Source: an optimization exercise on an open RTL-to-GDS flow (aim: small area, a short achievable clock period and few clock cycles). Production flows keep margins and buffers that such runs may drop.
The RTL was checked by simulation tests, not by an equivalence proof against the original design.
Power figures rest on the tool's default switching activity, not on a simulated workload.

**design/flow/design.v**
```verilog
`timescale 1ns / 1ps
module SimpleCPU(clk, rst, data_fromRAM, wrEn, addr_toRAM, data_toRAM, pCounter);
parameter SIZE = 10;
input clk, rst;
input wire [15:0] data_fromRAM;
output reg wrEn;
output reg [SIZE-1:0] addr_toRAM;
output wire [15:0] data_toRAM;
output reg [SIZE-1:0] pCounter;
localparam S_D = 3'd0;    
localparam S_E = 3'd1;    
localparam S_F = 3'd2;    
localparam S_R = 3'd3;    
localparam S_M = 3'd4;    
reg [2:0]  state, stateNext;
reg [2:0]  op, opNext;
reg [15:0] W, WNext;
reg [9:0]  S4, S4Next;      
reg        pend, pendNext;  
reg [15:0] Mreg;
reg [15:0] acc;
reg [1:0]  cnt, cntNext;
reg [9:0]  pcNext;
reg        sD, sI, sP1, sP, s4;
reg        sDn, sIn, sP1n, sPn, s4n;
wire [15:0] I     = data_fromRAM;
wire [2:0]  iop   = I[15:13];
wire        azero = (I[12:0] == 13'd0);
wire [9:0]  pc1   = pCounter + 10'd1;
wire        Wz    = (W == 16'd0);
assign data_toRAM = W;
wire [15:0] M = data_fromRAM;
wire        sh_zero = (|M[15:5]) | (M[4] & ~|M[3:0]);
wire [15:0] Wrev, sh_in, sh_out, sh_rev;
genvar g;
generate for (g = 0; g < 16; g = g + 1) begin : rv
  assign Wrev[g] = W[15-g];
  assign sh_rev[g] = sh_out[15-g];
end endgenerate
assign sh_in  = M[4] ? Wrev : W;
assign sh_out = sh_in >> M[3:0];
wire [15:0] srl_res = sh_zero ? 16'd0 : (M[4] ? sh_rev : sh_out);
reg [15:0] alu;
always @* begin
  case (op)
    3'd0: alu = W + M;
    3'd1: alu = ~(W & M);
    3'd2: alu = srl_res;
    3'd3: alu = {15'd0, W < M};
    default: alu = M;
  endcase
end
wire [3:0]  nib   = Mreg[15:12];
wire        blo   = Mreg[11];
wire [15:0] accs  = {acc[11:0], 4'd0};   
wire        one_l = nib[0] ^ blo;
wire        two_l = (nib[1] & ~nib[0] & ~blo) | (~nib[1] & nib[0] & blo);
wire        neg_l = nib[1];
wire        one_h = nib[2] ^ nib[1];
wire        two_h = (nib[3] & ~nib[2] & ~nib[1]) | (~nib[3] & nib[2] & nib[1]);
wire        neg_h = nib[3];
wire [15:0] Wx2   = {W[14:0], 1'b0};
wire [15:0] row_l = (({16{one_l}} & W) | ({16{two_l}} & Wx2)) ^ {16{neg_l}};
wire [15:0] row_h = ((({16{one_h}} & W) | ({16{two_h}} & Wx2)) ^ {16{neg_h}}) << 2;
wire [15:0] row_a = {accs[15:4], 1'b0, neg_h, 1'b0, neg_l};
wire [15:0] cs_s  = row_l ^ row_h ^ row_a;
wire [15:0] cs_c  = {((row_l[14:0] & row_h[14:0]) | (row_l[14:0] & row_a[14:0]) | (row_h[14:0] & row_a[14:0])), 1'b0};
wire [15:0] prod  = cs_s + cs_c;
wire inD = (state == S_D);
wire inE = (state == S_E);
wire inM = (state == S_M);
wire inF = (state == S_F);
wire inR = (state == S_R);
wire d_st  = (iop == 3'd6);
wire d_bz  = (iop == 3'd4);
wire [9:0] addr_w;
wire       wrEn_w;
SimpleCPU_bus u_bus (.I(I), .S4(S4), .pc(pCounter), .pc1(pc1), .eaq(sD), .rI(sI),
                     .p1q(sP1), .rP(sP), .r4(s4), .wq(~rst & sD & ~pend),
                     .addr(addr_w), .wrEn(wrEn_w));
always @* begin
  addr_toRAM = addr_w;
  wrEn       = wrEn_w;
end
always @(posedge clk) begin
  state    <= stateNext;
  pCounter <= pcNext;
  op       <= opNext;
  W        <= WNext;
  S4       <= S4Next;
  pend     <= pendNext;
  acc      <= inE ? 16'd0 : prod;
  cnt      <= cntNext;
  Mreg     <= inM ? {Mreg[11:0], 4'd0} : data_fromRAM;
  sD       <= sDn;
  sI       <= sIn;
  sP1      <= sP1n;
  sP       <= sPn;
  s4       <= s4n;
end
wire [9:0] ea_d = I[9:0] | ({10{azero}} & S4);
always @* begin
  stateNext = state;
  pcNext    = pCounter;
  opNext    = op;
  WNext     = pend ? prod : W;
  S4Next    = S4;
  pendNext  = 1'b0;
  cntNext   = 2'd0;
  sDn = 1'b0; sIn = 1'b0; sP1n = 1'b0; sPn = 1'b0; s4n = 1'b0;
  if (rst) begin
    stateNext = S_R;
    s4n       = 1'b1;
    pcNext    = 10'd0;
    if (inR) S4Next = I[9:0];
  end else begin
    case (state)
      S_R: begin                               
        S4Next    = I[9:0];
        stateNext = S_F;
        sPn       = 1'b1;
      end
      S_D: begin
        opNext = iop;
        if (d_st) begin                        
          stateNext = S_F;
          sPn       = 1'b1;
          if (!pend) begin                     
            pcNext = pc1;
            if (ea_d == 10'd4) S4Next = W[9:0];
          end
        end else if (d_bz && pend) begin       
          stateNext = S_F;
          sPn       = 1'b1;
        end else begin
          stateNext = S_E;
          sIn  = d_bz & Wz;                    
          sP1n = ~(d_bz & Wz) & (iop != 3'd7);
          sPn  = (iop == 3'd7);
        end
      end
      S_E: begin
        stateNext = S_D;
        sDn       = 1'b1;
        if (op == 3'd4) begin                  
          pcNext = Wz ? M[9:0] : pc1;
        end else if (op == 3'd7) begin         
          stateNext = S_M;
          sDn       = 1'b0;
          sPn       = 1'b1;
        end else begin
          WNext  = alu;
          pcNext = pc1;
        end
      end
      S_M: begin
        cntNext = cnt + 2'd1;
        sP1n    = (cnt == 2'd1);
        sPn     = (cnt == 2'd0);
        if (cnt == 2'd2) begin                 
          pcNext    = pc1;
          pendNext  = 1'b1;
          stateNext = S_D;
          sDn       = 1'b1;
        end
      end
      default: begin                           
        stateNext = S_D;
        sDn       = 1'b1;
      end
    endcase
  end
end
endmodule
module SimpleCPU_bus(I, S4, pc, pc1, eaq, rI, p1q, rP, r4, wq, addr, wrEn);
input  [15:0] I;
input  [9:0]  S4, pc, pc1;
input         eaq, rI, p1q, rP, r4, wq;
output [9:0]  addr;
output        wrEn;
wire azero = (I[12:0] == 13'd0);
assign addr = ({10{eaq}} & (I[9:0] | ({10{azero}} & S4)))
            | ({10{rI}} & I[9:0])
            | ({10{p1q}} & pc1)
            | ({10{rP}} & pc)
            | {7'd0, r4, 2'd0};
assign wrEn = wq & (I[15:13] == 3'd6);
endmodule
```
**design/flow/flow/run.sh**
```bash
#!/bin/bash
# The standard layout (the standard.sh), with two changes to how the
# resizer treats the port buffers: buffer_ports inserts buf_4 cells instead of
# its default delay-cell buffer, and sizing may swap a cell for one of another
# footprint, so that the port buffers can be sized for speed.
# Each tool's output goes to standard.log in this folder.
set -o pipefail
bash standard.sh MATCH_CELL_FOOTPRINT=0 "BUFFER_PORTS_ARGS=-buffer_cell sky130_fd_sc_hd__buf_4" finish > standard.log 2>&1
```
**design/flow/standard.sh**
```bash
#!/bin/bash
# synth_recipe.tcl (not shown) runs the flow's synth.tcl, then flattens the netlist and writes it again
# the make line also repeats each setting of config.mk as NAME=value (left out here)
make -C /OpenROAD-flow-scripts/flow DESIGN_CONFIG=/design/flow/config.mk WORK_HOME=/design/flow/orfs CLKGATE_MAP_FILE= SYNTH_SCRIPT=/design/flow/synth_recipe.tcl "${@:-finish}"
```
**design/flow/config.mk**
```make
export PLATFORM = sky130hd
export DESIGN_NAME = SimpleCPU
export DESIGN_NICKNAME = SimpleCPU
export VERILOG_FILES = /design/flow/design.v
export SDC_FILE = /design/flow/constraint.sdc
export NUM_CORES = 4
export LEC_CHECK = 0
export ABC_AREA = 1
export CAP_MARGIN = 20
export CORE_MARGIN = 2
export CORE_UTILIZATION = 40
export CTS_BUF_LIST = sky130_fd_sc_hd__clkbuf_8
export SETUP_SLACK_MARGIN = 3.2
export SLEW_MARGIN = 20
export SYNTH_HIERARCHICAL = 1
```
**design/flow/constraint.sdc**
```tcl
create_clock -name core_clock -period 7.0 [get_ports {clk}]
set_input_delay 1.4000 -clock core_clock [delete_from_list [all_inputs] [get_ports {clk}]]
set_output_delay 1.4000 -clock core_clock [all_outputs]
set_load 0.01 [all_outputs]
```
==> metrics.md, run 1 <==
| Metric | Value |
|---|---|
| Fmax achieved | around 260 MHz |
| Outcome | timing/DRC/antenna clean |
| Reg-to-reg slack, setup | 3.34 ns |
| CTS Buf Count | 9 |
| Final setup fails | 0 |
| Clock skew | 0.0302 ns |
| Sw Share | between 50% and 60% |
| Hold_ws | ~0.45 ns |
| Comb power frac | roughly 63% |
| Worst reg2reg path endpoint | W[11]$_DFF_P_ |
| Cell mode on critical path | nand2_1 |
| Layout cells sized above 1 | 9.86% |
| Yosys warning total | 7 |
| Fin. Hold Viols | 0 |
| Clock network fraction of total power | between 10% and 20% |
| Hold_sp | Mreg[6]$_DFF_P_ |
| Clock root buffer | clkbuf_8 |
| Synthesized Nets | 1253 |
| Max-slew headroom | between 30% and 40% |
| # fillers | roughly 2000 |
| R2R Path Start | W[8]$_DFF_P_ |
| Die H | 142 um |
| Hold depth | 2 |
| Hold Path End | Mreg[10]$_DFF_P_ |
| Die area | between 20000 and 25000 um2 |
| Critical Path Slowest Stage Cell | buf_4 |
| RSZ-0062 raised after global routing | yes |
| Final Max Tran Viols | 0 |
| Post-Syn Area | around 7600 um2 |
| Initial DRC count | 845 |
| Most common cell after layout, fill and taps aside | nand2_1 |
| Final WL | about 28000 um |
| Synth Register Bits | 78 |
| Rows | 50 |
| Vias in the first global route | around 7600 |
| Clock slew at reported path FFs | approximately 0.11 ns |
| Worst setup EP type | output pin |
| GRT Residual Overflow | 0 |
| Number of synthesized flops with an enable pin | 13 |
| Htree depth | 3 |
| CTS tree | yes |
| Pint | 0.00133 W |
| Initial antenna violation count | 0 |
| CP startpoint kind | input pin |
| Max Cap Viol | 0 |
| Final ANT Viol Nets | 0 |
| Asr flop ratio synth | 0% |
| HP Class | reg -> reg |
| Area Overhead vs Synth | 11.7% |
| Seq/Total Area, Yosys | 22.2% |
| Leakage Power | between 3 and 4 nW |
| Library cells used by synthesis | 55 |
| Via count | slightly above 8000 |
| CP arrival | around 2.4 ns |
| Tightest Pin Transition | a little over 0.9 ns |
| Nets | around 1300 |
| ANT cells | 0 |
| Synth Instances | 1171 |
| Gr usage total | 27.7% |
| Port Buffers | 54 |
| Psw | about 0.0015 W |
| Max stage delay on crit path | around 0.16 ns |
| First-pass GRT wire length | 42900 um |
| I/O pin total | 55 |
| Maximum clock path buffer count | 2 |
| Worst-path fanout max | 10 |
| Critical path, cell by cell | buf_4 > nor2_4 > nand2_2 > nor2_4 > buf_12 > nand3_1 > nand2_1 > nand2_1 > nand2_1 > buf_4 |
| Hold_buf cts | 0 |
| DIE WIDTH | about 140 um |
| WP data required | 5.60 ns |
| CORE AREA | between 15000 and 20000 um2 |
| Placer congestion estimate | slightly below 1 |
| Synth Flop Type | dfxtp_1 |
| Drt pass-1 iters | 7 |
| DR DRC count | 0 |
| Period Utilization, post-route | 54.9% |
| CTS sink cnt | 78 |
| Final core utilization | 45.5% |
| Min Tclk post-route | roughly 3.8 ns |
| Worst Reg-to-Reg Cells | 14 |
| Drt wl/cell | 19.1 um |
| Fin Setup TNS | 0 ns |
| Setup CP Type | in -> out |
| Initial core utilization | about two fifths |
| Critical path buffer and inverter count | 3 |
| Average size of a mapped cell | ~6.5 um2 |
| Avg Vias per Cell | 5.73 |
| Crit path max-delay family | simple AND/OR/NAND/NOR gates |
| DP Wirelength | 20900 um |
| PD cells | 330 nW/um2 |
| Commonest non-fill, non-tap cells in the layout | nand2_1 (251), inv_1 (142), nand3_1 (107), a21oi_1 (96), o21ai_0 (89) |
| Worst vdd ir | roughly 0.21 mV |
| Clock Latency Late Sink | roughly 0.40 ns |
| Flop pwr share | between 20% and 30% |
| Pin count of the biggest net entering global routing | 56 |
## logic make-up (layout without fill, tap and decap cells)
| group | after synthesis | count (layout) | share of synthesized area (%) |
|---|---|---|---|
| XOR/XNOR | 48 | 48 | 5.52 |
| buffers and inverters | 199 | 234 | 10.4 |
| flip-flops | 78 | 78 | 22.2 |
| AO/OA/AOI/OAI | 288 | 288 | 22.0 |
| multiplexers | 4 | 4 | 0.526 |
| adder cells (fa/ha/maj) | 64 | 64 | 11.7 |
| AND/OR/NAND/NOR | 490 | 491 | 27.7 |
## worst max-delay path by stage
stage	startpoint	endpoint	slack [ns]	cells past startpoint
floorplan	rst	wrEn	3.42	6
global placement	Mreg[13]$_DFF_P_	W[11]$_DFF_P_	2.59	15
detailed placement	Mreg[13]$_DFF_P_	W[11]$_DFF_P_	2.56	15
CTS	data_fromRAM[9]	addr_toRAM[6]	3.19	10
global route	data_fromRAM[9]	addr_toRAM[5]	3.07	10
finish	data_fromRAM[9]	addr_toRAM[6]	3.16	10
## final cells by class
class | count | area (um2) | share of cell area [%]
multi-input combinational | 895 | 5200 | 61.2
sequential | 78 | 1700 | 19.9
inverter | 151 | 578 | 6.80
timing repair buffer | 67 | 534 | 6.28
tap | 234 | 293 | 3.44
clock buffer | 9 | 124 | 1.46
clock inverter | 7 | 75.1 | 0.883
## synthesized netlist by cell type, types with 5 or more instances
| library cell | instances | share of area (%) |
|---|---|---|
| nand2_1 | 254 | 13 |
| inv_1 | 144 | 7.1 |
| nand3_1 | 107 | 7.0 |
| a21oi_1 | 97 | 6.4 |
| o21ai_0 | 90 | 5.9 |
| nor2_1 | 79 | 3.9 |
| dfxtp_1 | 65 | 17 |
| ha_1 | 52 | 8.5 |
| xor2_1 | 44 | 5.1 |
| o22ai_1 | 33 | 2.7 |
| clkbuf_1 | 27 | 1.3 |
| nand4_1 | 16 | 1.3 |
| nor3_1 | 14 | 0.92 |
| edfxtp_1 | 13 | 5.1 |
| buf_2 | 12 | 0.79 |
| fa_1 | 12 | 3.2 |
| o211ai_1 | 11 | 1.1 |
| a22o_1 | 10 | 1.2 |
| a221oi_1 | 6 | 0.69 |
| clkinv_1 | 5 | 0.25 |
| o21ai_1 | 5 | 0.33 |
## state kept, by name (all words and copies together) (netlist names)
register and cells:
Mreg 16, W 16, acc 12, S4 10, pCounter 10, op 3, state 3, cnt 2
pend 1, s4 1, sD 1, sI 1, sP 1, sP1 1
## power groups by stage
stage | logic (W) | registers (W) | clock network, W
2_1_floorplan | 0.00127 | 0.000630 | 0
3_3_place_gp | 0.00173 | 0.000680 | 0
3_5_place_dp | 0.00173 | 0.000680 | 0
4_1_cts | 0.00175 | 0.000670 | 0.000366
5_1_grt | 0.00201 | 0.000681 | 0.000380
6_report | 0.00177 | 0.000671 | 0.000361
## worst min-delay path, stage by stage, from the launching register on
cell,delay (ns)
dfxtp_1,0.32
nand2_1,0.05
o21ai_0,0.05
## metrics by stage
step	instances	setup slack (ns)	total power, W	cell area (um2)
5_1_grt	1441	3.07	0.00307	8510
4_1_cts	1436	3.19	0.00278	8430
2_1_floorplan	1171	3.42	0.00190	7610
6_report	1441	3.16	0.00280	8510
3_3_place_gp	1417	2.59	0.00241	8140
3_5_place_dp	1417	2.56	0.00241	8140
## routing by layer
layer / vias to the layer above / share of wire, % / track usage [%] / wire (um)
li1: 4025 / - / - / -
met1: 3816 / 45 / 39.8 / 12400
met2: 387 / 44 / 42.8 / 12200
met3: 35 / 9.0 / 4.74 / 2490
met4: 0 / 2.0 / 7.42 / 543
met5: - / 0 / 0 / 0
## modules after synthesis (local to each module, per instance)
module         times used  flip-flops and latches  cell area (um2)
SimpleCPU               1                      78             7170
SimpleCPU_bus           1                       0              445
## repair_timing
action | CTS | global route
hold endpoints to repair | 0 | 0
gates resized for setup | 20 | 7
pin swaps | 3 | 0
endpoints found under the setup margin | 29 | 17
buffers inserted | 2 | 5
gates cloned | 1 | 0
Testbench counts, summed over its fixed seeds: cycles 110,687.
==> inputs of run 2 (changes only) <==
--- a/design/flow/config.mk
+++ b/design/flow/config.mk
@@ -9,7 +9,7 @@
 export CAP_MARGIN = 20
 export CORE_MARGIN = 2
 export CORE_UTILIZATION = 40
-export CTS_BUF_LIST = sky130_fd_sc_hd__clkbuf_8
-export SETUP_SLACK_MARGIN = 3.2
+export CTS_BUF_LIST = sky130_fd_sc_hd__clkbuf_4 sky130_fd_sc_hd__clkbuf_8
+export SETUP_SLACK_MARGIN = 3.4
 export SLEW_MARGIN = 20
 export SYNTH_HIERARCHICAL = 1
==> run 2 against run 1 <==
Still clean. Largest power group unchanged. Final area rose by 2.2%. First-iteration DRC count grew 3.9%. Clock power is essentially flat. Global-route usage unchanged. Worst hold slack worse by 0.0035 ns. Setup slack about the same. Core utilization rose by 1.0 points. Critical path type unchanged.
==> metrics.md, run 2 <==
| Metric | Value |
|---|---|
| Synth cell count leaders | nand2_1 (254), inv_1 (144), nand3_1 (107) (unchanged) |
| Fin. Hold Viols | 0 (unchanged) |
| Maximum clock path buffer count | 2 (unchanged) |
| Final setup margin | 3.16 ns (about the same) |
| DIE WIDTH | 142 um (unchanged) |
| CTS Buf Count | 9 (unchanged) |
| Synthesized Nets | 1253 (unchanged) |
| Library cells used by synthesis | 55 (unchanged) |
| Setup CP Type | in -> out (unchanged) |
| Synth Flop Type | dfxtp_1 (unchanged) |
| CTS tree | yes (unchanged) |
| Nets | 1303 (was 1284) |
| Commonest non-fill, non-tap cells in the layout | nand2_1 (250), inv_1 (141), nand3_1 (107), a21oi_1 (95), o21ai_0 (89) (was nand2_1 (251), inv_1 (142), nand3_1 (107), a21oi_1 (96), o21ai_0 (89)) |
| First-pass GRT wire length | 42900 um (unchanged) |
| DP Worst Slack | 2.56 ns (unchanged) |
| Area Overhead vs Synth | 14.1% (was 11.7%) |
| Fin Setup TNS | 0 ns (unchanged) |
| GRT Residual Overflow | 0 (unchanged) |
| Max Cap Viol | 0 (unchanged) |
| Period Utilization, post-route | 54.9% (about the same) |
| I/O pin total | 55 (unchanged) |
| Min Tclk post-route | 3.84 ns (about the same) |
| Average size of a mapped cell | 6.50 um2 (unchanged) |
| Most common cell after layout, fill and taps aside | nand2_1 (unchanged) |
| Synth Instances | 1171 (unchanged) |
| Gr usage total | 27.7% (unchanged) |
| Outcome | timing/DRC/antenna clean (unchanged) |
| Number of synthesized flops with an enable pin | 13 (unchanged) |
| Clock Latency Late Sink | 0.39 ns (was 0.40 ns) |
| Synth Register Bits | 78 (unchanged) |
| Asr flop ratio synth | 0% (unchanged) |
| PD cells | 326 nW/um2 (was 330 nW/um2) |
| Initial antenna violation count | 0 (unchanged) |
| CORE AREA | 18700 um2 (unchanged) |
| Clock root buffer | clkbuf_8 (unchanged) |
| CP startpoint kind | input pin (unchanged) |
| Final setup fails | 0 (unchanged) |
| Pin count of the biggest net entering global routing | 56 (unchanged) |
| Die H | 142 um (unchanged) |
| Final Max Tran Viols | 0 (unchanged) |
| Critical Path Slowest Stage Cell | buf_4 (unchanged) |
| Max stage delay on crit path | 0.16 ns (about the same) |
| Most common cell in the synthesized netlist | nand2_1 (unchanged) |
| Placer congestion estimate | 0.985 (unchanged) |
| Final ANT Viol Nets | 0 (unchanged) |
| Worst vdd ir | 0.212 mV (was 0.213 mV) |
| CP arrival | 2.44 ns (about the same) |
| Largest registers | Mreg (16), W (16), acc (12) (unchanged) |
| Drt wl/cell | 19.1 um (about the same) |
| HP Class | reg -> reg (unchanged) |
| Vias in the first global route | 7562 (was 7568) |
| Seq/Total Area, Yosys | 22.2% (unchanged) |
| Port Buffers | 54 (unchanged) |
| Clock slew at reported path FFs | 0.11 ns (about the same) |
| WP data required | 5.60 ns (about the same) |
| Worst setup EP type | output pin (unchanged) |
| Synth area leader | dfxtp_1 (unchanged) |
| Yosys top cell area share | 17.1% (unchanged) |
| CTS sink cnt | 78 (unchanged) |
| Initial DRC count | 878 (was 845) |
| Initial core utilization | 40.7% (unchanged) |
| Clock skew | 0.0269 ns (was 0.0302 ns) |
| Tightest Pin Transition | 0.909 ns (was 0.912 ns) |
| Avg Vias per Cell | 5.71 (was 5.73) |
| Rows | 50 (unchanged) |
| DP Wirelength | 20900 um (unchanged) |
| Cell mode on critical path | nand2_1 (unchanged) |
| Die area | 20200 um2 (unchanged) |
| Post-Syn Area | 7610 um2 (unchanged) |
| ANT cells | 0 (unchanged) |
| Max-slew headroom | 39.0% (was 38.9%) |
| Final WL | 27900 um (was 27600 um) |
| Fmax achieved | 260 MHz (about the same) |
| Hold_buf cts | 0 (unchanged) |
| Worst-path fanout max | 10 (unchanged) |
| Via count | 8342 (was 8263) |
| Layout cells sized above 1 | 12.5% (was 9.86%) |
| RSZ-0062 raised after global routing | yes (unchanged) |
| Drt pass-1 iters | 5 (was 7) |
| Htree depth | 3 (unchanged) |
| DR DRC count | 0 (unchanged) |
| Critical path, cell by cell | buf_4 > nor2_4 > nand2_2 > nor2_4 > buf_12 > nand3_1 > nand2_1 > nand2_1 > nand2_1 > buf_4 (unchanged) |
| Yosys warning total | 7 (unchanged) |
| Top cells by area, synth | dfxtp_1 (17%), nand2_1 (13%), ha_1 (8.5%), inv_1 (7.1%), nand3_1 (7.0%) (unchanged) |
| Leakage Power | 4.06 nW (was 3.98 nW) |
## run 2: cell counts after synthesis
Identical to the previous run, type by type.
## run 2: routing by layer
metal / track usage (%) / vias up / wire length (um)
met5: 0 / - / 0
met4: 7.42 / 0 / 533
met3: 4.74 / 36 / 2360
met2: 42.7 / 394 / 12400
met1: 39.9 / 3848 / 12600
li1: - / 4064 / -
## run 2: path summary, 6_finish.rpt
path / depth (start not counted) / slack [ns] / startpoint / to
max: 10 / 3.16 / data_fromRAM[9] / addr_toRAM[6]
min: 2 / 0.44 / Mreg[4]$_DFF_P_ / Mreg[8]$_DFF_P_
max reg2reg: 16 / 3.45 / Mreg[13]$_DFF_P_ / W[11]$_DFF_P_
min reg2reg: 2 / 0.44 / Mreg[4]$_DFF_P_ / Mreg[8]$_DFF_P_
## run 2: timing repair
| item | CTS | global route |
|---|---|---|
| pin swaps | 3 | 0 |
| cloned | 1 | 1 |
| gates resized for setup | 22 | 23 |
| endpoints found under the setup margin | 31 | 25 |
| buffers inserted | 2 | 23 |
## run 2: final cells by class
class                      instances  area (um2)
clock buffer                       9         124
clock inverter                     7        75.1
fill                            1945       10000
inverter                         151         586
multi-input combinational        895        5230
sequential                        78        1710
tap                              234         293
timing repair buffer              85         671
timing repair inverter             1        5.00
## run 2: kinds of logic after synthesis
group	Yosys count	share of synthesized area, %
multiplexers	4	0.526
XOR/XNOR	48	5.52
AND/OR/NAND/NOR	490	27.7
flip-flops	78	22.2
adder cells (fa/ha/maj)	64	11.7
AO/OA/AOI/OAI	288	22.0
buffers and inverters	199	10.4
## run 2: worst max-delay path: cells and delay by family
family	cells	cell delay (ns)
simple gates	7	0.62
buf+inv	3	0.41
## run 2: metrics by stage
stage               instances  hold WS, ns  power, W  cell area (um2)  utilization [%]
floorplan                1171        0.406   0.00190             7610                -
CTS                      1436        0.434   0.00278             8440             45.1
detailed placement       1417        0.418   0.00241             8140             43.5
global route             1460        0.470   0.00310             8690             46.5
finish                   1460        0.443   0.00283             8690             46.5
global placement         1417        0.409   0.00241             8140             43.5
## run 2: Yosys stat by module, one instance, submodules excluded
module | cells | flops+latches | times used
SimpleCPU | 1082 | 78 | 1
SimpleCPU_bus | 89 | 0 | 1
## run 2: power breakdown
part           total (W)  internal [W]  switching, W
Sequential      0.000673      0.000547      0.000127
Combinational    0.00180      0.000656       0.00114
Clock           0.000359      0.000141      0.000218
==> inputs of run 3 (changes only) <==
--- a/design/flow/config.mk
+++ b/design/flow/config.mk
@@ -10,6 +10,6 @@
 export CORE_MARGIN = 2
 export CORE_UTILIZATION = 40
 export CTS_BUF_LIST = sky130_fd_sc_hd__clkbuf_4 sky130_fd_sc_hd__clkbuf_8
-export SETUP_SLACK_MARGIN = 3.4
+export SETUP_SLACK_MARGIN = 3.0
 export SLEW_MARGIN = 20
 export SYNTH_HIERARCHICAL = 1
==> run 3 against run 2 <==
Die area unchanged. Clock power about the same. Global-route usage down 0.16 points. Cell count decreased by 1.4%. Synthesized cell count unchanged. Largest cell class unchanged. Largest power group unchanged.
==> metrics.md, run 3 <==
| Metric | Value |
|---|---|
| Synthesized Nets | 1253 (unchanged) |
| Yosys top cell area share | 17.1% (unchanged) |
| Library cells used by synthesis | 55 (unchanged) |
| Rows | 50 (unchanged) |
| Most common cell in the synthesized netlist | nand2_1 (unchanged) |
| Nets | 1283 (was 1303) |
| Worst-path fanout max | 10 (unchanged) |
| Gr usage total | 27.5% (was 27.7%) |
| DIE WIDTH | 142 um (unchanged) |
| Commonest non-fill, non-tap cells in the layout | nand2_1 (251), inv_1 (143), nand3_1 (107), a21oi_1 (96), o21ai_0 (90) (was nand2_1 (250), inv_1 (141), nand3_1 (107), a21oi_1 (95), o21ai_0 (89)) |
| Max stage delay on crit path | 0.16 ns (about the same) |
| Cell mode on critical path | nand2_1 (unchanged) |
| I/O pin total | 55 (unchanged) |
| Final WL | 27700 um (was 27900 um) |
| Power, Total | 0.00280 W (was 0.00283 W) |
| Die H | 142 um (unchanged) |
| Critical path buffer and inverter count | 3 (unchanged) |
| RSZ-0062 raised after global routing | no (was yes) |
| CTS Buf Count | 9 (unchanged) |
| Synth Instances | 1171 (unchanged) |
| Clock Latency Late Sink | 0.40 ns (was 0.39 ns) |
| DR DRC count | 0 (unchanged) |
| Initial core utilization | 40.7% (unchanged) |
| Drt pass-1 iters | 9 (was 5) |
| Worst setup EP type | output pin (unchanged) |
| Final Max Tran Viols | 0 (unchanged) |
| Final setup fails | 0 (unchanged) |
| DP Worst Slack | 2.56 ns (unchanged) |
| # fillers | 1954 (was 1945) |
| Synth Register Bits | 78 (unchanged) |
| CORE AREA | 18700 um2 (unchanged) |
| Psw | 0.00148 W (was 0.00149 W) |
| Synth area leader | dfxtp_1 (unchanged) |
| Seq/Total Area, Yosys | 22.2% (unchanged) |
| HP Class | reg -> reg (unchanged) |
| Clock skew | 0.0272 ns (was 0.0269 ns) |
| Max-slew headroom | 38.2% (was 39.0%) |
| Most common cell after layout, fill and taps aside | nand2_1 (unchanged) |
| Final ANT Viol Nets | 0 (unchanged) |
| Crit path max-delay family | simple AND/OR/NAND/NOR gates (unchanged) |
| Number of synthesized flops with an enable pin | 13 (unchanged) |
| DP Wirelength | 20900 um (unchanged) |
| Clock root buffer | clkbuf_8 (unchanged) |
| Sw Share | 52.7% (was 52.5%) |
| Initial DRC count | 856 (was 878) |
| First-pass GRT wire length | 42600 um (was 42900 um) |
| GRT Residual Overflow | 0 (unchanged) |
| Comb power frac | 63.1% (was 63.5%) |
| Fmax achieved | 257 MHz (was 260 MHz) |
| Fin Setup TNS | 0 ns (unchanged) |
| Avg Vias per Cell | 5.74 (was 5.71) |
| Initial antenna violation count | 0 (unchanged) |
| CTS sink cnt | 78 (unchanged) |
| CP arrival | 2.49 ns (was 2.44 ns) |
| Fin. Hold Viols | 0 (unchanged) |
| Post-Syn Area | 7610 um2 (unchanged) |
| Via count | 8265 (was 8342) |
| Yosys warning total | 7 (unchanged) |
| Setup CP Type | in -> out (unchanged) |
| Clock network fraction of total power | 12.9% (was 12.7%) |
| Drt wl/cell | 19.2 um (was 19.1 um) |
| Max Cap Viol | 0 (unchanged) |
| Average size of a mapped cell | 6.50 um2 (unchanged) |
| Critical Path Slowest Stage Cell | nor2_2 (was buf_4) |
| Flop pwr share | 24.0% (was 23.8%) |
| Top cells by area, synth | dfxtp_1 (17%), nand2_1 (13%), ha_1 (8.5%), inv_1 (7.1%), nand3_1 (7.0%) (unchanged) |
| Critical path, cell by cell | buf_4 > nor2_2 > nand2_2 > nor2_4 > buf_12 > nand3_1 > nand2_1 > nand2_1 > nand2_1 > buf_4 (was buf_4 > nor2_4 > nand2_2 > nor2_4 > buf_12 > nand3_1 > nand2_1 > nand2_1 > nand2_1 > buf_4) |
| Asr flop ratio synth | 0% (unchanged) |
| Synth cell count leaders | nand2_1 (254), inv_1 (144), nand3_1 (107) (unchanged) |
| CTS tree | yes (unchanged) |
| Clock slew at reported path FFs | 0.11 ns (about the same) |
| Area Overhead vs Synth | 11.0% (was 14.1%) |
| Synth Flop Type | dfxtp_1 (unchanged) |
| Pin count of the biggest net entering global routing | 56 (unchanged) |
| Vias in the first global route | 7536 (was 7562) |
| WP data required | 5.60 ns (about the same) |
| Hold_ws | 0.440 ns (was 0.443 ns) |
| CP startpoint kind | input pin (unchanged) |
| Worst vdd ir | 0.213 mV (was 0.212 mV) |
| PD cells | 331 nW/um2 (was 326 nW/um2) |
| Layout cells sized above 1 | 9.04% (was 12.5%) |
| Die area | 20200 um2 (unchanged) |
| Htree depth | 3 (unchanged) |
| Maximum clock path buffer count | 2 (unchanged) |
| Leakage Power | 3.97 nW (was 4.06 nW) |
| Port Buffers | 54 (unchanged) |
| ANT cells | 0 (unchanged) |
| Final setup margin | 3.11 ns (was 3.16 ns) |
| Outcome | timing/DRC/antenna clean (unchanged) |
| Period Utilization, post-route | 55.5% (was 54.9%) |
| Tightest Pin Transition | 0.921 ns (was 0.909 ns) |
| Min Tclk post-route | 3.89 ns (was 3.84 ns) |
| Hold_buf cts | 0 (unchanged) |
| Largest registers | Mreg (16), W (16), acc (12) (unchanged) |
| Pint | 0.00132 W (was 0.00134 W) |
| Placer congestion estimate | 0.985 (unchanged) |
[run 3: area by class of cell]
class                   count  area, um2  area share [%]
clock buffers               9        124            1.47
well taps                 234        293            3.46
inverters                 151        571            6.75
flip-flops and latches     78       1700            20.1
clock inverters             7       75.1           0.888
repair buffers             66        512            6.05
multi-input cells         895       5180            61.3
[run 3: repair_timing]
action                                  in CTS  in global routing
gates cloned                                 0                  1
buffers inserted                             0                  6
gates resized for setup                      3                  9
endpoints found under the setup margin      15                 18
pin swaps                                    0                  2
[run 3: logic make-up (layout without fill, tap and decap cells)]
group / after synthesis / after routing / synth area share (%)
buffers and inverters: 199 / 233 / 10.4
AOI/OAI and AO/OA: 288 / 288 / 22.0
muxes: 4 / 4 / 0.526
xor gates and xnor gates: 48 / 48 / 5.52
adders and majority gates: 64 / 64 / 11.7
DFF: 78 / 78 / 22.2
and+or+nand+nor: 490 / 491 / 27.7
[run 3: power by group through the flow]
stage                     Clock (W)  Sequential [W]  Combinational, W
after floorplan                   0        0.000630           0.00127
after global placement            0        0.000680           0.00173
after detailed placement          0        0.000680           0.00173
after CTS                  0.000366        0.000669           0.00174
after global routing       0.000380        0.000680           0.00201
final                      0.000361        0.000672           0.00177
[run 3: worst paths after layout]
| check | startpoint | to | slack [ns] | depth (start not counted) |
|---|---|---|---|---|
| worst max-delay path | data_fromRAM[9] | addr_toRAM[1] | 3.11 | 10 |
| worst min register to register | Mreg[4]$_DFF_P_ | Mreg[8]$_DFF_P_ | 0.44 | 2 |
| worst min-delay path | Mreg[4]$_DFF_P_ | Mreg[8]$_DFF_P_ | 0.44 | 2 |
| worst max register to register | W[8]$_DFF_P_ | W[11]$_DFF_P_ | 3.34 | 14 |
[run 3: routing by layer]
layer | GRT usage [%] | part of all wire, % | wire [um] | up-vias
met4 | 7.68 | 2.0 | 555 | 0
met2 | 42.1 | 44 | 12200 | 382
met1 | 39.9 | 45 | 12600 | 3819
met5 | 0 | 0 | 0 | -
li1 | - | - | - | 4027
met3 | 4.68 | 8.6 | 2370 | 37
[run 3: tightest hold or removal path, cell delays in order, from the launching register on]
cell     delay, ns
dfxtp_1       0.32
nand2_1       0.05
o21ai_0       0.05
[run 3: per-module statistics from Yosys, one instance, submodules excluded]
module         cells  area, um2  times used  flip-flops and latches
SimpleCPU       1082       7170           1                      78
SimpleCPU_bus     89        445           1                       0
[run 3: through the flow]
step	std cells	util (%)	instance area [um2]
floorplan	1171	-	7610
global placement	1417	43.5	8140
detailed placement	1417	43.5	8140
CTS	1433	44.6	8350
global route	1440	45.2	8450
finish	1440	45.2	8450
==> inputs of run 4 (changes only) <==
--- a/design/flow/config.mk
+++ b/design/flow/config.mk
@@ -10,6 +10,6 @@
 export CORE_MARGIN = 2
 export CORE_UTILIZATION = 40
 export CTS_BUF_LIST = sky130_fd_sc_hd__clkbuf_4 sky130_fd_sc_hd__clkbuf_8
-export SETUP_SLACK_MARGIN = 3.0
+export SETUP_SLACK_MARGIN = 3.1
 export SLEW_MARGIN = 20
 export SYNTH_HIERARCHICAL = 1
==> run 4 against run 3 <==
Still clean. Clock power about the same. Sequential share of layout area fell by 0.071 points. Cell count unchanged. Largest power group unchanged. Highest routed layer unchanged.
==> metrics.md, run 4 <==
| Metric | Value |
|---|---|
| Via count | 8273 (was 8265) |
| Dpl cells | 1417 (unchanged) |
| Library cells used by synthesis | 55 (unchanged) |
| Number of synthesized flops with an enable pin | 13 (unchanged) |
| Final core utilization | 45.4% (was 45.2%) |
| CTS sink cnt | 78 (unchanged) |
| Vias in the first global route | 7551 (was 7536) |
| Seq/Total Area, Yosys | 22.2% (unchanged) |
| PD cells | 330 nW/um2 (was 331 nW/um2) |
| Asr flop ratio synth | 0% (unchanged) |
| Commonest non-fill, non-tap cells in the layout | nand2_1 (251), inv_1 (142), nand3_1 (107), a21oi_1 (96), o21ai_0 (89) (was nand2_1 (251), inv_1 (143), nand3_1 (107), a21oi_1 (96), o21ai_0 (90)) |
| Clock Latency Late Sink | 0.40 ns (about the same) |
| Final Max Tran Viols | 0 (unchanged) |
| Fmax achieved | 259 MHz (was 257 MHz) |
| Rows | 50 (unchanged) |
| Post-synthesis compound-gate area fraction | 22.0% (unchanged) |
| # fillers | 1951 (was 1954) |
| Synth area leader | dfxtp_1 (unchanged) |
| Clock slew at reported path FFs | 0.11 ns (about the same) |
| Yosys warning total | 7 (unchanged) |
| Area Overhead vs Synth | 11.4% (was 11.0%) |
| First-pass GRT wire length | 42800 um (was 42600 um) |
| ANT cells | 0 (unchanged) |
| I/O pin total | 55 (unchanged) |
| Synth Area in Simple Gates | 27.7% (unchanged) |
| Tightest Pin Transition | 0.902 ns (was 0.921 ns) |
| HP Class | reg -> reg (unchanged) |
| Pin count of the biggest net entering global routing | 56 (unchanged) |
| R2R Path Start | W[8]$_DFF_P_ (unchanged) |
| DR DRC count | 0 (unchanged) |
| CP startpoint kind | input pin (unchanged) |
| Synthesized Nets | 1253 (unchanged) |
| Top Metal Used | met4 (unchanged) |
| Worst setup EP type | output pin (unchanged) |
| CP arrival | 2.47 ns (was 2.49 ns) |
| GRT Residual Overflow | 0 (unchanged) |
| Htree depth | 3 (unchanged) |
| Initial antenna violation count | 0 (unchanged) |
| Synth cell count leaders | nand2_1 (254), inv_1 (144), nand3_1 (107) (unchanged) |
| Hold_sp | Mreg[4]$_DFF_P_ (unchanged) |
| Post-Synth Adder-Cell Area | 11.7% (unchanged) |
| Port Buffers | 54 (unchanged) |
| Metal2 WL | 12200 um (about the same) |
| Most common cell in the synthesized netlist | nand2_1 (unchanged) |
| Initial DRC count | 879 (was 856) |
| Yosys top cell area share | 17.1% (unchanged) |
| Synth Register Bits | 78 (unchanged) |
| Final WL | 27600 um (was 27700 um) |
| Initial core utilization | 40.7% (unchanged) |
| Post-Syn Area | 7610 um2 (unchanged) |
| Placer congestion estimate | 0.985 (unchanged) |
| Max Cap Viol | 0 (unchanged) |
| Combined area of the multi-input logic cells | 5200 um2 (was 5180 um2) |
| Worst vdd ir | 0.213 mV (about the same) |
| Nets | 1283 (unchanged) |
| Die area | 20200 um2 (unchanged) |
| Design Area, Final | 8480 um2 (was 8450 um2) |
| Most common cell after layout, fill and taps aside | nand2_1 (unchanged) |
| Final ANT Viol Nets | 0 (unchanged) |
| Synth Flop Type | dfxtp_1 (unchanged) |
| Max-slew headroom | 39.5% (was 38.2%) |
| Hold_buf cts | 0 (unchanged) |
| Maximum clock path buffer count | 2 (unchanged) |
| DIE WIDTH | 142 um (unchanged) |
| Avg Vias per Cell | 5.75 (was 5.74) |
| Post-synthesis mux area share | 0.526% (unchanged) |
| Post-Synth XOR/XNOR Area | 5.52% (unchanged) |
| Largest family of logic cells by synthesized area | simple AND/OR/NAND/NOR gates (unchanged) |
| DP Wirelength | 20900 um (unchanged) |
| Worst Reg-to-Reg Cells | 14 (unchanged) |
| Setup CP Type | in -> out (unchanged) |
| Largest registers | Mreg (16), W (16), acc (12) (unchanged) |
| Outcome | timing/DRC/antenna clean (unchanged) |
| Period Utilization, post-route | 55.2% (was 55.5%) |
| Clock root buffer | clkbuf_8 (unchanged) |
| Sequential cell area | 1700 um2 (unchanged) |
| Finished Layout Cells | 1440 (unchanged) |
| Synth Instances | 1171 (unchanged) |
| Hold depth | 2 (unchanged) |
| WP data required | 5.60 ns (about the same) |
| Layout cells sized above 1 | 9.54% (was 9.04%) |
| Average size of a mapped cell | 6.50 um2 (unchanged) |
| Drt pass-1 iters | 7 (was 9) |
| Area after DPL | 8140 um2 (unchanged) |
| RSZ-0062 raised after global routing | yes (was no) |
| Clock skew | 0.0281 ns (was 0.0272 ns) |
| Final setup fails | 0 (unchanged) |
| Top cells by area, synth | dfxtp_1 (17%), nand2_1 (13%), ha_1 (8.5%), inv_1 (7.1%), nand3_1 (7.0%) (unchanged) |
| Die H | 142 um (unchanged) |
| Beginning of the critical path | rst (was data_fromRAM[9]) |
| Leakage Power | 3.97 nW (about the same) |
| Fin Setup TNS | 0 ns (unchanged) |
| CTS Buf Count | 9 (unchanged) |
| CTS tree | yes (unchanged) |
| Met3 wire len | 2330 um (was 2370 um) |
| Worst-path fanout max | 13 (was 10) |
| Fin. Hold Viols | 0 (unchanged) |
| Wl on met1 | 12500 um (was 12600 um) |
| Min Tclk post-route | 3.87 ns (was 3.89 ns) |
| Gr usage total | 27.6% (was 27.5%) |
| Drt wl/cell | 19.2 um (about the same) |
| CORE AREA | 18700 um2 (unchanged) |
[run 4: cell counts after synthesis]
No cell type changed its count.
[run 4: final cells by class]
type	instances	area share (%)
Clock buffer	9	1.46
Clock inverter	7	0.885
Inverter	151	6.73
Multi-Input combinational cell	895	61.3
Sequential cell	78	20.0
Tap cell	234	3.45
Timing Repair Buffer	66	6.18
[run 4: Yosys stat by module (local to each module, per instance)]
module,cells inside,copies in the design,flops+latches,area [um2]
SimpleCPU,1082,1,78,7170
SimpleCPU_bus,89,1,0,445
[run 4: through the flow]
| step | worst slack, ns | power [W] | hold WS [ns] |
|---|---|---|---|
| floorplan | 3.42 | 0.00190 | 0.406 |
| global placement | 2.59 | 0.00241 | 0.409 |
| detailed placement | 2.56 | 0.00241 | 0.418 |
| CTS | 3.05 | 0.00278 | 0.434 |
| global route | 3.08 | 0.00307 | 0.470 |
| finish | 3.13 | 0.00280 | 0.443 |
[run 4: critical path, stage by stage]
cell and delay, ns:
buf_4 0.18, clkinvlp_4 0.21, nand2_1 0.08, nor2_1 0.10, nand2_1 0.06, nor3b_1 0.25, buf_4 0.18
[run 4: kinds of logic (layout without fill, tap and decap cells)]
logic type,count (synthesis),count (layout)
buf+inv,199,233
simple gates,490,491
flops,78,78
xor+xnor,48,48
mux,4,4
fa+ha+maj,64,64
compound gates,288,288
[run 4: final timing paths]
kind,to,slack [ns]
min,Mreg[8]$_DFF_P_,0.44
max reg2reg,W[11]$_DFF_P_,3.33
min reg2reg,Mreg[8]$_DFF_P_,0.44
max,wrEn,3.13
[run 4: what timing repair did]
item / CTS / global route
setup buffers: 1 / 5
resized for setup: 7 / 17
pin swaps: 2 / 2
setup endpoints to repair: 28 / 21
cloned: 1 / 0
[run 4: metal layers]
metal	track usage [%]	vias to the layer above
met4	7.47	0
met3	5.11	35
met5	0	-
met2	42.7	376
li1	-	4030
met1	39.6	3832
[run 4: power by group]
part / internal [W] / total, W / switching (W)
combinational: 0.000638 / 0.00177 / 0.00113
clock: 0.000141 / 0.000361 / 0.000220
sequential: 0.000545 / 0.000671 / 0.000126
==> inputs of run 5 (changes only) <==
--- a/design/flow/config.mk
+++ b/design/flow/config.mk
@@ -10,6 +10,6 @@
 export CORE_MARGIN = 2
 export CORE_UTILIZATION = 40
 export CTS_BUF_LIST = sky130_fd_sc_hd__clkbuf_4 sky130_fd_sc_hd__clkbuf_8
-export SETUP_SLACK_MARGIN = 3.1
+export SETUP_SLACK_MARGIN = 3.3
 export SLEW_MARGIN = 20
 export SYNTH_HIERARCHICAL = 1
==> run 5 against run 4 <==
Combinational power about the same. Still clean. Register-to-register slack got worse by 0.03 ns. Cell count increased by 0.49%. Core utilization increased by 0.45 points. Synthesized area unchanged. Via count about the same. Highest routed layer unchanged. Worst hold slack got worse by 0.0014 ns.
==> metrics.md, run 5 <==
| Metric | Value |
|---|---|
| Period Utilization, post-route | 54.7% (was 55.2%) |
| Critical path depth in cells | 10 (was 7) |
| Final WL | 27800 um (was 27600 um) |
| Post-Synth Adder-Cell Area | 11.7% (unchanged) |
| Synth cell count leaders | nand2_1 (254), inv_1 (144), nand3_1 (107) (unchanged) |
| Top cells by area, synth | dfxtp_1 (17%), nand2_1 (13%), ha_1 (8.5%), inv_1 (7.1%), nand3_1 (7.0%) (unchanged) |
| Post-synthesis mux area share | 0.526% (unchanged) |
| Most common cell after layout, fill and taps aside | nand2_1 (unchanged) |
| Min Tclk post-route | 3.83 ns (was 3.87 ns) |
| Hold_buf cts | 0 (unchanged) |
| Outcome | timing/DRC/antenna clean (unchanged) |
| Final setup fails | 0 (unchanged) |
| Via count | 8270 (was 8273) |
| Post-Syn Area | 7610 um2 (unchanged) |
| Avg Vias per Cell | 5.72 (was 5.75) |
| Clock slew at reported path FFs | 0.11 ns (about the same) |
| DIE WIDTH | 142 um (unchanged) |
| CORE AREA | 18700 um2 (unchanged) |
| Final Max Tran Viols | 0 (unchanged) |
| Initial core utilization | 40.7% (unchanged) |
| Critical Path Slowest Stage Cell | buf_4 (was nor3b_1) |
| Max stage delay on crit path | 0.16 ns (was 0.25 ns) |
| Sequential cell area | 1700 um2 (about the same) |
| Max-slew headroom | 38.2% (was 39.5%) |
| Fin Setup TNS | 0 ns (unchanged) |
| Met3 global-route usage | 4.74% (was 5.11%) |
| Final setup margin | 3.17 ns (was 3.13 ns) |
| Fmax achieved | 261 MHz (was 259 MHz) |
| First-pass GRT wire length | 42900 um (was 42800 um) |
| DR DRC count | 0 (unchanged) |
| Rows | 50 (unchanged) |
| ANT cells | 0 (unchanged) |
| Worst-path fanout max | 10 (was 13) |
| Initial antenna violation count | 0 (unchanged) |
| DP Worst Slack | 2.56 ns (unchanged) |
| Most common cell in the synthesized netlist | nand2_1 (unchanged) |
| Critical path buffer and inverter count | 3 (unchanged) |
| Synth area leader | dfxtp_1 (unchanged) |
| GR Util met1 | 39.8% (was 39.6%) |
| Hold depth | 2 (unchanged) |
| Clock skew | 0.0283 ns (was 0.0281 ns) |
| Drt wl/cell | 19.2 um (about the same) |
| WP data required | 5.60 ns (about the same) |
| Placer congestion estimate | 0.985 (unchanged) |
| Number of synthesized flops with an enable pin | 13 (unchanged) |
| Average size of a mapped cell | 6.50 um2 (unchanged) |
| Commonest non-fill, non-tap cells in the layout | nand2_1 (250), inv_1 (141), nand3_1 (107), a21oi_1 (96), o21ai_0 (89) (was nand2_1 (251), inv_1 (142), nand3_1 (107), a21oi_1 (96), o21ai_0 (89)) |
| GRT Residual Overflow | 0 (unchanged) |
| Htree depth | 3 (unchanged) |
| Clock root buffer | clkbuf_8 (unchanged) |
| Post-synthesis compound-gate area fraction | 22.0% (unchanged) |
| Crit path max-delay family | simple AND/OR/NAND/NOR gates (was buffers and inverters) |
| Critical path, cell by cell | buf_4 > nor2_4 > nand2_2 > nor2_4 > buf_12 > nand3_1 > nand2_1 > nand2_1 > nand2_1 > buf_4 (was buf_4 > clkinvlp_4 > nand2_1 > nor2_1 > nand2_1 > nor3b_1 > buf_4) |
| Hold_ws | 0.442 ns (was 0.443 ns) |
| Asr flop ratio synth | 0% (unchanged) |
| Yosys top cell area share | 17.1% (unchanged) |
| Area Overhead vs Synth | 12.5% (was 11.4%) |
| PD cells | 328 nW/um2 (was 330 nW/um2) |
| Library cells used by synthesis | 55 (unchanged) |
| Worst setup EP type | output pin (unchanged) |
| # fillers | 1952 (was 1951) |
| Largest registers | Mreg (16), W (16), acc (12) (unchanged) |
| HP Class | reg -> reg (unchanged) |
| DP Wirelength | 20900 um (unchanged) |
| CP startpoint kind | input pin (unchanged) |
| Die area | 20200 um2 (unchanged) |
| Fin. Hold Viols | 0 (unchanged) |
| CP arrival | 2.43 ns (was 2.47 ns) |
| Seq/Total Area, Yosys | 22.2% (unchanged) |
| Worst vdd ir | 0.212 mV (was 0.213 mV) |
| Max Cap Viol | 0 (unchanged) |
| Synth Instances | 1171 (unchanged) |
| Clock Latency Late Sink | 0.40 ns (about the same) |
| Drt pass-1 iters | 5 (was 7) |
| GRT busiest layer | met2 (unchanged) |
| Leakage Power | 4.00 nW (was 3.97 nW) |
| Synthesized Nets | 1253 (unchanged) |
| Synth Flop Type | dfxtp_1 (unchanged) |
| Vias in the first global route | 7568 (was 7551) |
| CTS sink cnt | 78 (unchanged) |
| Combined area of the multi-input logic cells | 5220 um2 (was 5200 um2) |
| Die H | 142 um (unchanged) |
| CTS tree | yes (unchanged) |
| Yosys warning total | 7 (unchanged) |
| Port Buffers | 54 (unchanged) |
| RSZ-0062 raised after global routing | yes (unchanged) |
| Final ANT Viol Nets | 0 (unchanged) |
| Synth Area in Simple Gates | 27.7% (unchanged) |
| Worst Reg-to-Reg Cells | 14 (unchanged) |
| Synth Register Bits | 78 (unchanged) |
| GR Util met2 | 42.8% (was 42.7%) |
| Layout cells sized above 1 | 10.7% (was 9.54%) |
| Initial DRC count | 858 (was 879) |
| I/O pin total | 55 (unchanged) |
| Largest family of logic cells by synthesized area | simple AND/OR/NAND/NOR gates (unchanged) |
| Nets | 1290 (was 1283) |
| Maximum clock path buffer count | 2 (unchanged) |
| Tightest Pin Transition | 0.923 ns (was 0.902 ns) |
| Gr usage total | 27.7% (was 27.6%) |
| Cell mode on critical path | nand2_1 |
| Pin count of the biggest net entering global routing | 56 (unchanged) |
| Setup CP Type | in -> out (unchanged) |
| Post-Synth XOR/XNOR Area | 5.52% (unchanged) |
| CTS Buf Count | 9 (unchanged) |
run 5: cell count changes in the layout (fill, tap and decap cells not counted), moves of 2 or more:
cell        change
buf_4           +5
clkinvlp_4      +3
buf_6           +2
clkinv_1        -2
run 5: worst paths after layout:
kind	slack, ns	end	from
worst max-delay path	3.17	addr_toRAM[1]	data_fromRAM[9]
worst min-delay path	0.44	Mreg[8]$_DFF_P_	Mreg[4]$_DFF_P_
worst max register to register	3.30	W[11]$_DFF_P_	W[8]$_DFF_P_
worst min register to register	0.44	Mreg[8]$_DFF_P_	Mreg[4]$_DFF_P_
run 5: cell families (layout without fill, tap and decap cells):
kind of cell	count (synthesis)	in the layout
muxes	4	4
AOI/OAI and AO/OA	288	288
adders and majority gates	64	64
xor gates and xnor gates	48	48
DFF	78	78
buffers and inverters	199	240
and+or+nand+nor	490	491
run 5: area by class of cell:
cell class	count	area share [%]
Timing Repair Buffer	73	6.76
Tap cell	234	3.42
Multi-Input combinational cell	895	60.9
Clock buffer	9	1.45
Inverter	151	6.79
Clock inverter	7	0.876
Sequential cell	78	19.8
run 5: repair_timing:
| item | in CTS | in global routing |
|---|---|---|
| gates cloned | 1 | 0 |
| endpoints found under the setup margin | 29 | 23 |
| resized for setup | 20 | 13 |
| buffers inserted | 2 | 11 |
| pin swaps | 3 | 0 |
run 5: report_power, final:
part	switching [W]	leakage [nW]	internal, W
Sequential	0.000127	0.668	0.000545
Combinational	0.00114	3.23	0.000642
Clock	0.000219	0.0985	0.000141
run 5: Yosys stat by module (local to each module, per instance):
| module | cells inside | copies in the design |
|---|---|---|
| SimpleCPU | 1082 | 1 |
| SimpleCPU_bus | 89 | 1 |
run 5: metrics by stage:
step | power, W | utilization (%) | instance area, um2 | cells
after detailed placement | 0.00241 | 43.5 | 8140 | 1417
after global placement | 0.00241 | 43.5 | 8140 | 1417
after CTS | 0.00278 | 45.1 | 8430 | 1436
after floorplan | 0.00190 | - | 7610 | 1171
final | 0.00281 | 45.8 | 8570 | 1447
after global routing | 0.00308 | 45.8 | 8570 | 1447
run 5: worst reg2reg max path, stage by stage (launching register included):
cell,delay [ns]
dfxtp_1,0.69
inv_1,0.26
o22ai_1,0.25
xor2_1,0.23
fa_1,0.46
ha_1,0.36
a21o_1,0.20
o21bai_1,0.17
a21oi_1,0.22
inv_1,0.06
a21oi_1,0.17
xor2_1,0.27
o21ai_0,0.15
nand2_1,0.10
inv_1,0.03
run 5: metal layers:
layer | wire, um | vias up | part of all wire (%)
li1 | - | 4035 | -
met1 | 12500 | 3794 | 45
met2 | 12300 | 399 | 44
met3 | 2380 | 42 | 8.6
met4 | 614 | 0 | 2.2
met5 | 0 | - | 0
==> inputs of run 6 (changes only) <==
--- a/design/flow/config.mk
+++ b/design/flow/config.mk
@@ -10,6 +10,6 @@
 export CORE_MARGIN = 2
 export CORE_UTILIZATION = 40
 export CTS_BUF_LIST = sky130_fd_sc_hd__clkbuf_4 sky130_fd_sc_hd__clkbuf_8
-export SETUP_SLACK_MARGIN = 3.3
+export SETUP_SLACK_MARGIN = 3.2
 export SLEW_MARGIN = 20
 export SYNTH_HIERARCHICAL = 1
==> run 6 against run 5 <==
Worst hold slack improved by 0.0043 ns. Still clean on timing, DRC and antenna. Fmax fell by 0.35%. Sequential power about the same. First-iteration DRC count fell by 1.5%. Critical path depth stayed put. Setup slack lost 0.013 ns.
==> metrics.md, run 6 <==
| Metric | Value |
|---|---|
| Asr flop ratio synth | 0% (unchanged) |
| Initial core utilization | 40.7% (unchanged) |
| Synth Register Bits | 78 (unchanged) |
| Final ANT Viol Nets | 0 (unchanged) |
| WP data required | 5.60 ns (about the same) |
| Nets | 1284 (was 1290) |
| Area after DPL | 8140 um2 (unchanged) |
| Most common cell after layout, fill and taps aside | nand2_1 (unchanged) |
| Top cells by area, synth | dfxtp_1 (17%), nand2_1 (13%), ha_1 (8.5%), inv_1 (7.1%), nand3_1 (7.0%) (unchanged) |
| Layout cells sized above 1 | 9.86% (was 10.7%) |
| DIE WIDTH | 142 um (unchanged) |
| Period Utilization, post-route | 54.9% (was 54.7%) |
| Tightest Pin Transition | 0.912 ns (was 0.923 ns) |
| ANT cells | 0 (unchanged) |
| Synthesized Nets | 1253 (unchanged) |
| GRT Residual Overflow | 0 (unchanged) |
| Avg Vias per Cell | 5.73 (was 5.72) |
| Pin count of the biggest net entering global routing | 56 (unchanged) |
| DR DRC count | 0 (unchanged) |
| Die H | 142 um (unchanged) |
| Max-slew headroom | 38.9% (was 38.2%) |
| Drt wl/cell | 19.1 um (was 19.2 um) |
| Commonest non-fill, non-tap cells in the layout | nand2_1 (251), inv_1 (142), nand3_1 (107), a21oi_1 (96), o21ai_0 (89) (was nand2_1 (250), inv_1 (141), nand3_1 (107), a21oi_1 (96), o21ai_0 (89)) |
| Worst vdd ir | 0.213 mV (was 0.212 mV) |
| Leakage Power | 3.98 nW (was 4.00 nW) |
| Library cells used by synthesis | 55 (unchanged) |
| Yosys warning total | 7 (unchanged) |
| Htree depth | 3 (unchanged) |
| Die area | 20200 um2 (unchanged) |
| Clock skew | 0.0302 ns (was 0.0283 ns) |
| Clock root buffer | clkbuf_8 (unchanged) |
| Maximum clock path buffer count | 2 (unchanged) |
| Area Overhead vs Synth | 11.7% (was 12.5%) |
| Drt pass-1 iters | 7 (was 5) |
| Most common cell in the synthesized netlist | nand2_1 (unchanged) |
| Final WL | 27600 um (was 27800 um) |
| Initial antenna violation count | 0 (unchanged) |
| DP Wirelength | 20900 um (unchanged) |
| Via count | 8263 (was 8270) |
| HP Class | reg -> reg (unchanged) |
| Initial DRC count | 845 (was 858) |
| Fin. Hold Viols | 0 (unchanged) |
| Worst-path fanout max | 10 (unchanged) |
| CTS Buf Count | 9 (unchanged) |
| Worst setup EP type | output pin (unchanged) |
| CTS tree | yes (unchanged) |
| Synth Flop Type | dfxtp_1 (unchanged) |
| CORE AREA | 18700 um2 (unchanged) |
| Rows | 50 (unchanged) |
| Number of synthesized flops with an enable pin | 13 (unchanged) |
| Outcome | timing/DRC/antenna clean (unchanged) |
| Final setup fails | 0 (unchanged) |
| Average size of a mapped cell | 6.50 um2 (unchanged) |
| Yosys top cell area share | 17.1% (unchanged) |
| CP arrival | 2.44 ns (was 2.43 ns) |
| Gr usage total | 27.7% (unchanged) |
| Synth Instances | 1171 (unchanged) |
| Finished Layout Cells | 1441 (was 1447) |
| Post-Syn Area | 7610 um2 (unchanged) |
| Synth area leader | dfxtp_1 (unchanged) |
| Placer congestion estimate | 0.985 (unchanged) |
| Final Max Tran Viols | 0 (unchanged) |
| Clock Latency Late Sink | 0.40 ns (about the same) |
| CTS sink cnt | 78 (unchanged) |
| Final setup margin | 3.16 ns (was 3.17 ns) |
| Design Area, Final | 8510 um2 (was 8570 um2) |
| First-pass GRT wire length | 42900 um (unchanged) |
| Vias in the first global route | 7568 (unchanged) |
| Setup CP Type | in -> out (unchanged) |
| Dpl cells | 1417 (unchanged) |
| RSZ-0062 raised after global routing | yes (unchanged) |
| DP Worst Slack | 2.56 ns (unchanged) |
| Hold_buf cts | 0 (unchanged) |
| Port Buffers | 54 (unchanged) |
| Largest registers | Mreg (16), W (16), acc (12) (unchanged) |
| Max Cap Viol | 0 (unchanged) |
| Fmax achieved | 260 MHz (was 261 MHz) |
| Clock slew at reported path FFs | 0.11 ns (about the same) |
| Seq/Total Area, Yosys | 22.2% (unchanged) |
| PD cells | 330 nW/um2 (was 328 nW/um2) |
| Min Tclk post-route | 3.84 ns (was 3.83 ns) |
| Synth cell count leaders | nand2_1 (254), inv_1 (144), nand3_1 (107) (unchanged) |
| CP startpoint kind | input pin (unchanged) |
| I/O pin total | 55 (unchanged) |
| Fin Setup TNS | 0 ns (unchanged) |
[run 6: cell counts after synthesis]
No cell type changed its count.
[run 6: layout make-up]
| class | instances | area, um2 |
|---|---|---|
| clock inverters | 7 | 75.1 |
| inverters | 151 | 578 |
| flip-flops and latches | 78 | 1700 |
| repair buffers | 67 | 534 |
| clock buffers | 9 | 124 |
| multi-input cells | 895 | 5200 |
| fillers | 1954 | 10200 |
| well taps | 234 | 293 |
[run 6: metal layers]
layer  track usage [%]  share of wire, %  vias to the layer above
met2              42.8                44                      387
li1                  -                 -                     4025
met1              39.8                45                     3816
met4              7.42               2.0                        0
met5                 0                 0                        -
met3              4.74               9.0                       35
[run 6: stage by stage]
step	util (%)	hold slack [ns]	total power [W]
after floorplan	-	0.406	0.00190
after global placement	43.5	0.409	0.00241
after detailed placement	43.5	0.418	0.00241
after CTS	45.1	0.434	0.00278
after global routing	45.5	0.470	0.00307
final	45.5	0.446	0.00280
[run 6: path summary, 6_finish.rpt]
path	to	from	depth (start not counted)	slack, ns
min reg2reg	Mreg[10]$_DFF_P_	Mreg[6]$_DFF_P_	2	0.45
min	Mreg[10]$_DFF_P_	Mreg[6]$_DFF_P_	2	0.45
max reg2reg	W[11]$_DFF_P_	W[8]$_DFF_P_	14	3.34
max	addr_toRAM[6]	data_fromRAM[9]	10	3.16
[run 6: worst max-delay path: stages]
cell and delay [ns]:
buf_4 0.16, nor2_4 0.13, nand2_2 0.07, nor2_4 0.13, buf_12 0.14, nand3_1 0.08
nand2_1 0.06, nand2_1 0.07, nand2_1 0.08, buf_4 0.11
[run 6: repair_timing]
| action | CTS | global route |
|---|---|---|
| cloned | 1 | 0 |
| pin swaps | 3 | 0 |
| resized for setup | 20 | 7 |
| buffers inserted | 2 | 5 |
| setup endpoints to repair | 29 | 17 |
[run 6: report_power, final]
part / internal [W] / leakage, nW / total, W / switching [W]
combinational: 0.000639 / 3.21 / 0.00177 / 0.00113
sequential: 0.000545 / 0.667 / 0.000671 / 0.000126
clock: 0.000141 / 0.0985 / 0.000361 / 0.000220
total: 0.00133 / 3.98 / 0.00280 / 0.00148
[run 6: cell families (layout without fill, tap and decap cells)]
logic type / after synthesis / count (layout) / synth area share (%)
multiplexers: 4 / 4 / 0.526
AND/OR/NAND/NOR: 490 / 491 / 27.7
adder cells (fa/ha/maj): 64 / 64 / 11.7
XOR/XNOR: 48 / 48 / 5.52
buffers and inverters: 199 / 234 / 10.4
AO/OA/AOI/OAI: 288 / 288 / 22.0
flip-flops: 78 / 78 / 22.2
[run 6: modules after synthesis, one instance, submodules excluded]
| module | flip-flops and latches | copies in the design | cell area [um2] |
|---|---|---|---|
| SimpleCPU | 78 | 1 | 7170 |
| SimpleCPU_bus | 0 | 1 | 445 |
==> inputs of run 7 (changes only) <==
==> design/flow/flow/run.sh (replaced) <==
#!/bin/bash
# The standard layout (the standard.sh), with two changes to how the
# resizer treats the port buffers: buffer_ports inserts buf_1 cells instead of
# its default delay-cell buffer, and sizing may swap a cell for one of another
# footprint, so that the port buffers can be sized for speed.
# Each tool's output goes to standard.log in this folder.
set -o pipefail
bash standard.sh MATCH_CELL_FOOTPRINT=0 "BUFFER_PORTS_ARGS=-buffer_cell sky130_fd_sc_hd__buf_1" finish > standard.log 2>&1
==> run 7 against run 6 <==
Synthesized cell count is the same. Combinational power hardly changed. Wire length increased by 4.1%. Setup slack got worse by 0.026 ns. Critical path type unchanged. Largest cell class unchanged. Sequential share of layout area down 0.24 points. Final area is 1.2% higher. Clock-buffer cell count unchanged. Critical endpoint unchanged.
==> metrics.md, run 7 <==
| Metric | Value |
|---|---|
| Drt wl/cell | 19.8 um (was 19.1 um) |
| Placer congestion estimate | 0.963 (was 0.985) |
| CTS Buf Count | 9 (unchanged) |
| Via count | 8284 (was 8263) |
| CP arrival | 2.47 ns (was 2.44 ns) |
| Critical Path End | addr_toRAM[6] (unchanged) |
| HP Class | reg -> reg (unchanged) |
| Clock slew at reported path FFs | 0.11 ns (about the same) |
| Die area | 20200 um2 (unchanged) |
| Clock root buffer | clkbuf_8 (unchanged) |
| Fin Setup TNS | 0 ns (unchanged) |
| Reg-to-reg slack, setup | 3.43 ns (was 3.34 ns) |
| Number of synthesized flops with an enable pin | 13 (unchanged) |
| Gr usage total | 29.0% (was 27.7%) |
| Asr flop ratio synth | 0% (unchanged) |
| PD cells | 327 nW/um2 (was 330 nW/um2) |
| WP data required | 5.60 ns (about the same) |
| Final setup fails | 0 (unchanged) |
| RSZ-0062 raised after global routing | yes (unchanged) |
| Synth Area in Simple Gates | 27.7% (unchanged) |
| Port Buffers | 54 (unchanged) |
| Worst vdd ir | 0.249 mV (was 0.213 mV) |
| Layout cells sized above 1 | 8.52% (was 9.86%) |
| Max Cap Viol | 0 (unchanged) |
| # fillers | 1997 (was 1954) |
| Synth Register Bits | 78 (unchanged) |
| Sequential cell area | 1700 um2 (unchanged) |
| Initial DRC count | 735 (was 845) |
| GRT Residual Overflow | 0 (unchanged) |
| DIE WIDTH | 142 um (unchanged) |
| Yosys top cell area share | 17.1% (unchanged) |
| Final ANT Viol Nets | 0 (unchanged) |
| Final WL | 28700 um (was 27600 um) |
| Synth cell count leaders | nand2_1 (254), inv_1 (144), nand3_1 (107) (unchanged) |
| Rows | 50 (unchanged) |
| Largest family of logic cells by synthesized area | simple AND/OR/NAND/NOR gates (unchanged) |
| Avg Vias per Cell | 5.70 (was 5.73) |
| Clock skew | 0.0173 ns (was 0.0302 ns) |
| Htree depth | 3 (unchanged) |
| Pin count of the biggest net entering global routing | 32 (was 56) |
| First-pass GRT wire length | 44500 um (was 42900 um) |
| Period Utilization, post-route | 55.3% (was 54.9%) |
| Beginning of the critical path | data_fromRAM[8] (was data_fromRAM[9]) |
| Final setup margin | 3.13 ns (was 3.16 ns) |
| Die H | 142 um (unchanged) |
| Post-Synth XOR/XNOR Area | 5.52% (unchanged) |
| I/O pin total | 55 (unchanged) |
| Most common cell in the synthesized netlist | nand2_1 (unchanged) |
| Synth area leader | dfxtp_1 (unchanged) |
| Worst Reg-to-Reg Cells | 11 (was 14) |
| Combined area of the multi-input logic cells | 5260 um2 (was 5200 um2) |
| R2R Path Start | W[5]$_DFF_P_ (was W[8]$_DFF_P_) |
| Fmax achieved | 258 MHz (was 260 MHz) |
| Setup CP Type | in -> out (unchanged) |
| DP Worst Slack | 2.55 ns (was 2.56 ns) |
| Library cells used by synthesis | 55 (unchanged) |
| Post-synthesis compound-gate area fraction | 22.0% (unchanged) |
| Drt pass-1 iters | 7 (unchanged) |
| Commonest non-fill, non-tap cells in the layout | nand2_1 (250), inv_1 (140), nand3_1 (102), a21oi_1 (96), o21ai_0 (90) (was nand2_1 (251), inv_1 (142), nand3_1 (107), a21oi_1 (96), o21ai_0 (89)) |
| Post-Syn Area | 7610 um2 (unchanged) |
| Post-synthesis mux area share | 0.526% (unchanged) |
| Yosys warning total | 7 (unchanged) |
| Average size of a mapped cell | 6.50 um2 (unchanged) |
| CTS sink cnt | 78 (unchanged) |
| Post-Synth Adder-Cell Area | 11.7% (unchanged) |
| Vias in the first global route | 7593 (was 7568) |
| Final Max Tran Viols | 0 (unchanged) |
| Min Tclk post-route | 3.87 ns (was 3.84 ns) |
| Worst-path fanout max | 10 (unchanged) |
| Outcome | timing/DRC/antenna clean (unchanged) |
| Nets | 1297 (was 1284) |
run 7: logic make-up after synthesis:
| kind of cell | Yosys count |
|---|---|
| mux | 4 |
| flops | 78 |
| xor+xnor | 48 |
| buf+inv | 199 |
| compound gates | 288 |
| simple gates | 490 |
| fa+ha+maj | 64 |
run 7: layout make-up:
type,count,area share (%)
multi-input cells,895,61.0
flip-flops and latches,78,19.7
repair buffers,80,6.79
inverters,151,6.72
well taps,234,3.40
clock buffers,9,1.44
clock inverters,7,0.901
run 7: critical path, stage by stage:
cell and delay (ns):
clkbuf_4 0.18, nor2_4 0.15, nand2_2 0.07, nor2_4 0.12
buf_12 0.15, nand3_2 0.07, nand2_1 0.08, nand2_1 0.05
nand2_1 0.07, buf_2 0.12
run 7: report_power, final:
part	internal [W]	leakage, nW	switching (W)
Clock	0.000170	0.101	0.000211
Sequential	0.000545	0.667	0.000125
Combinational	0.000623	3.20	0.00114
Total	0.00134	3.97	0.00148
run 7: through the flow:
step | hold WS (ns) | instance area (um2) | utilization [%] | std cells | power (W)
2_1_floorplan | 0.406 | 7610 | - | 1171 | 0.00190
3_3_place_gp | 0.412 | 7980 | 42.6 | 1422 | 0.00238
3_5_place_dp | 0.419 | 7980 | 42.6 | 1422 | 0.00238
4_1_cts | 0.445 | 8560 | 45.8 | 1452 | 0.00280
5_1_grt | 0.475 | 8610 | 46.0 | 1454 | 0.00309
6_report | 0.441 | 8610 | 46.0 | 1454 | 0.00282
run 7: how the worst min path moves through the flow:
stage,startpoint,end,slack (ns),cells past startpoint
floorplan,Mreg[6]$_DFF_P_,Mreg[10]$_DFF_P_,0.41,2
global placement,Mreg[5]$_DFF_P_,Mreg[9]$_DFF_P_,0.41,2
detailed placement,Mreg[6]$_DFF_P_,Mreg[10]$_DFF_P_,0.42,2
CTS,Mreg[6]$_DFF_P_,Mreg[10]$_DFF_P_,0.44,2
global route,Mreg[3]$_SDFF_PP0_,Mreg[7]$_DFF_P_,0.47,2
finish,Mreg[6]$_DFF_P_,Mreg[10]$_DFF_P_,0.44,2
run 7: Yosys stat by module, one instance, submodules excluded:
module	area (um2)	cells inside
SimpleCPU	7170	1082
SimpleCPU_bus	445	89
run 7: what timing repair did:
item | in CTS | in global routing
setup buffers | 8 | 2
hold buffers | 0 | 0
pin swaps | 11 | 0
endpoints found under the setup margin | 29 | 27
cloned | 6 | 0
gates resized for setup | 83 | 8
run 7: routing by layer:
metal	part of all wire, %	global-route usage (%)
met1	46	41.0
met3	7.8	5.55
met2	44	45.1
met5	0	0
met4	2.6	8.47
